This is an optimization exercise on Yosys and OpenROAD, whose aim is small area and a short achievable clock period, not a production implementation.
RTL that was checked went through simulation tests only; none was proved equivalent to the original.

// alu_stage
module alu_stage (
    input   logic           clk,
    input   logic [4:0]     op,
    input   logic [31:0]    a,
    input   logic [31:0]    b,
    output  logic [31:0]    y
);
==> module ALU_pre, before the edit <==
module ALU_pre (
    input   logic [4:0]     op_i,
    input   logic [31:0]    a_i,
    input   logic [31:0]    b_i,
    output  logic [31:0]    p_o,
    output  logic [31:0]    g_o,
    output  logic [3:0]     sel_o
);
    logic is_add, is_sub, is_xor, is_or, is_and, is_sll, is_sra, is_srl;
    logic is_jalr, is_eq, is_ne, is_cmp, is_scmp, is_lt, is_shr, is_sh;
    logic neg, arith, kx, kn;
    always_comb begin
        is_add  = op_i == 5'd0;
        is_sub  = op_i == 5'd1;
        is_xor  = op_i == 5'd2;
        is_or   = op_i == 5'd3;
        is_and  = op_i == 5'd4;
        is_sll  = op_i == 5'd5;
        is_sra  = op_i == 5'd8;
        is_srl  = op_i == 5'd9;
        is_jalr = op_i == 5'd10;
        is_eq   = op_i == 5'd11;
        is_ne   = op_i == 5'd12;
        is_cmp  = (op_i == 5'd6) | (op_i == 5'd7) | (op_i == 5'd13) |
                  (op_i == 5'd14) | (op_i == 5'd15) | (op_i == 5'd16);
        is_scmp = (op_i == 5'd6) | (op_i == 5'd13) | (op_i == 5'd15);
        is_lt   = (op_i == 5'd6) | (op_i == 5'd7) | (op_i == 5'd13) | (op_i == 5'd14);
        is_shr  = is_sra | is_srl;
        is_sh   = is_shr | is_sll;
        neg     = is_sub | is_cmp | is_eq | is_ne;
        arith   = is_add | is_jalr | is_sub | is_cmp;
        kx      = arith | is_xor | is_or | is_eq | is_ne;
        kn      = is_or | is_and;
    end
    logic [31:0] a_rev, pb, gb;
    always_comb for (int i = 0; i < 32; i++) a_rev[i] = a_i[31-i];
    logic big;
    assign big = |b_i[31:5];
    ALU_pre_bit u_bit [31:0] (
        .a_i   (a_i),
        .b_i   (b_i),
        .ar_i  (a_rev),
        .kxp_i (kx & ~neg),
        .kxn_i (kx & neg),
        .kn_i  (kn),
        .ka_i  (is_shr),
        .kr_i  (is_sll),
        .kg1_i (is_add | is_jalr),
        .kg0_i (is_sub | is_cmp),
        .p_o   (pb),
        .g_o   (gb)
    );
    always_comb begin
        p_o = pb;
        g_o = gb;
        if (is_scmp) g_o[31] = ~a_i[31] & b_i[31];
        if (is_jalr) p_o[0] = 1'b0;
        if (is_sub)  p_o[0] = a_i[0] ^ b_i[0];
        if (is_cmp)  p_o[0] = is_lt;
        if (is_eq)   p_o[0] = 1'b0;
        if (is_ne)   p_o[0] = 1'b1;
        if (is_sub | is_cmp) g_o[0] = a_i[0] | ~b_i[0];
        if (is_eq | is_ne)   g_o[0] = a_i[0] ~^ b_i[0];
        if (is_sh)   g_o = {26'b0, is_sra, b_i[4:0] | {5{big}}};
        sel_o = {is_sll & ~big, is_sra | (is_srl & ~big), is_cmp | is_eq | is_ne,
                 ~(is_sh | is_cmp | is_eq | is_ne)};
    end
endmodule
clock: 5.0 ns
lec_check: 0
abc_area: 0
cap_margin: 20
core_margin: 2
core_utilization: 40
setup_slack_margin: 3.0
slew_margin: 20
synth_hierarchical: 1
tns_end_percent: 100
standard.sh (not shown) runs the stock make flow with config.mk's settings and CLKGATE_MAP_FILE= SYNTH_SCRIPT=/design/flow/synth_recipe.tcl, a recipe that flattens the netlist after the stock synthesis.
==> flow/flow/run.sh <==
#!/bin/bash
# Standard layout, with plain buffers (instead of the delay cells that
# buffer_ports picks by default) on the input and output ports.
set -euo pipefail
bash standard.sh BUFFER_PORTS_ARGS="-buffer_cell sky130_fd_sc_hd__buf_2" finish > standard_make.log 2>&1
Next try:
--- a/flow/design.v
+++ b/flow/design.v
@@ -328,9 +328,9 @@
         if (is_eq)   p_o[0] = 1'b0;
         if (is_ne)   p_o[0] = 1'b1;
         if (is_sub | is_cmp) g_o[0] = a_i[0] | ~b_i[0];
         if (is_eq | is_ne)   g_o[0] = a_i[0] ~^ b_i[0];
-        if (is_sh)   g_o = {26'b0, is_sra, b_i[4:0] | {5{big}}};
+        if (is_sh)   g_o[5:0] = {is_sra, b_i[4:0] | {5{big}}};   
         sel_o = {is_sll & ~big, is_sra | (is_srl & ~big), is_cmp | is_eq | is_ne,
                  ~(is_sh | is_cmp | is_eq | is_ne)};
     end
 endmodule
Result:
- The changed run went through all stages and came out clean
- utilization is lower by 1.0 points
- setup slack is worse by 0.013 ns
- wire length drops by 5.3%
- first-iteration DRC count increases by 12%
- fmax came out lower by 0.53%
- design area drops by 1.8%
- non-clock buffer count came out higher by 4
- clock-buffer cell count increases by 2
- worst hold slack is about the same
- area after synthesis went down by 0.56%
No functional check of the RTL was part of any run of this note.

* * *

maple:
alu_stage, a different RTL version from the one above (not shown whole).
For scale: roughly 1700 cells after synthesis, ~100 flip-flops, about 0.0097 sq mm of cells after synthesis.
==> module ALU_carry, before the edit <==
module ALU_carry (
    input   logic [31:0]    p_i,
    input   logic [31:0]    g_i,
    output  logic [31:0]    c_o
);
    logic [31:0] gl [0:5];
    logic [31:0] pl [0:5];
    always_comb begin
        gl[0] = g_i;
        pl[0] = {p_i[31:1], 1'b0};
        for (int l = 0; l < 5; l++) begin
            for (int i = 0; i < 32; i++) begin
                if (i >= (1 << l)) begin
                    gl[l+1][i] = gl[l][i] | (pl[l][i] & gl[l][i - (1 << l)]);
                    pl[l+1][i] = pl[l][i] & pl[l][i - (1 << l)];
                end else begin
                    gl[l+1][i] = gl[l][i];
                    pl[l+1][i] = pl[l][i];
                end
            end
        end
        c_o = {gl[5][30:0], gl[5][31]};
    end
endmodule
clock: 5.0 ns
lec_check: 0
abc_area: 1
cap_margin: 20
core_margin: 2
core_utilization: 40
setup_slack_margin: 3.0
slew_margin: 20
synth_hierarchical: 1
tns_end_percent: 100
Scripts as last shown in full above: flow/flow/run.sh
What oak does differently from maple at the input level:
--- a/flow/design.v
+++ b/flow/design.v
@@ -379,14 +379,23 @@
     input   logic [31:0]    g_i,
     output  logic [31:0]    c_o
 );
-    logic [31:0] gl [0:5];
-    logic [31:0] pl [0:5];
+    logic [31:0] gl [0:6];
+    logic [31:0] pl [0:6];
     always_comb begin
         gl[0] = g_i;
         pl[0] = {p_i[31:1], 1'b0};
-        for (int l = 0; l < 5; l++) begin
+        for (int i = 0; i < 32; i++) begin
+            if (i & 1) begin
+                gl[1][i] = gl[0][i] | (pl[0][i] & gl[0][i-1]);
+                pl[1][i] = pl[0][i] & pl[0][i-1];
+            end else begin
+                gl[1][i] = gl[0][i];
+                pl[1][i] = pl[0][i];
+            end
+        end
+        for (int l = 1; l < 5; l++) begin
             for (int i = 0; i < 32; i++) begin
-                if (i >= (1 << l)) begin
+                if ((i & 1) && i >= (1 << l) + 1) begin
                     gl[l+1][i] = gl[l][i] | (pl[l][i] & gl[l][i - (1 << l)]);
                     pl[l+1][i] = pl[l][i] & pl[l][i - (1 << l)];
                 end else begin
@@ -395,7 +404,16 @@
                 end
             end
         end
-        c_o = {gl[5][30:0], gl[5][31]};
+        for (int i = 0; i < 32; i++) begin
+            if (!(i & 1) && i > 0) begin
+                gl[6][i] = gl[5][i] | (pl[5][i] & gl[5][i-1]);
+                pl[6][i] = pl[5][i] & pl[5][i-1];
+            end else begin
+                gl[6][i] = gl[5][i];
+                pl[6][i] = pl[5][i];
+            end
+        end
+        c_o = {gl[6][30:0], gl[6][31]};
     end
 endmodule
 module ALU_shift (
## What came out
- Of the two values seen for capturing element of the worst setup path, y[29]$_DFF_P_ was produced by oak and p_q[2]$_DFF_P_ by maple.
- Summary of oak over maple: count of plain and timing-repair buffers shows a reduction of 10, minimum clock period shows a reduction of 18 ps, count of mapped cells out of synthesis shows a reduction of about 10%, worst setup slack shows an increase of 18 ps, critical path depth shows an increase of 2.
- Critical setup path kind: in2reg -> maple, reg2reg -> oak

[port drivers added, routing unchanged]
How much do the figures lean on ideal ports? The routed layouts below were timed once more, with nothing changed but the port constraints.
Step 1: set_driving_cell puts a clkbuf_16 on clk and a buf_2 on each other input, an assumption about the parent block.
Step 2 moves the port delays by t, midway between the first and last clock arrival at a register: inputs arrive t later, outputs are due t later. That takes back most of the time a late clock gives input paths.
Three values: no drivers, after step 1, after step 2; two values: the first two.
run | shift t [ns] | slack for setup (ns) | hold slack, ns | latest minus earliest clock arrival (ns)
the first run of note 1 | 0.403 | 2.586 / 2.586 / 2.270 | 0.436 / 0.436 / 0.436 | 0.013 / 0.013
the second run of note 1 | 0.404 | 2.573 / 2.573 / 2.269 | 0.438 / 0.438 / 0.438 | 0.012 / 0.013
maple | 0.405 | 3.029 / 3.055 / 2.649 | 0.559 / 0.559 / 0.559 | 0.008 / 0.009
oak | 0.408 | 3.047 / 3.047 / 2.676 | 0.497 / 0.497 / 0.497 | 0.013 / 0.013
After both steps every run listed still meets setup and hold. The setup slack of maple, which loses most, moves by +0.026 ns with the drivers and by -0.380 ns with both steps.
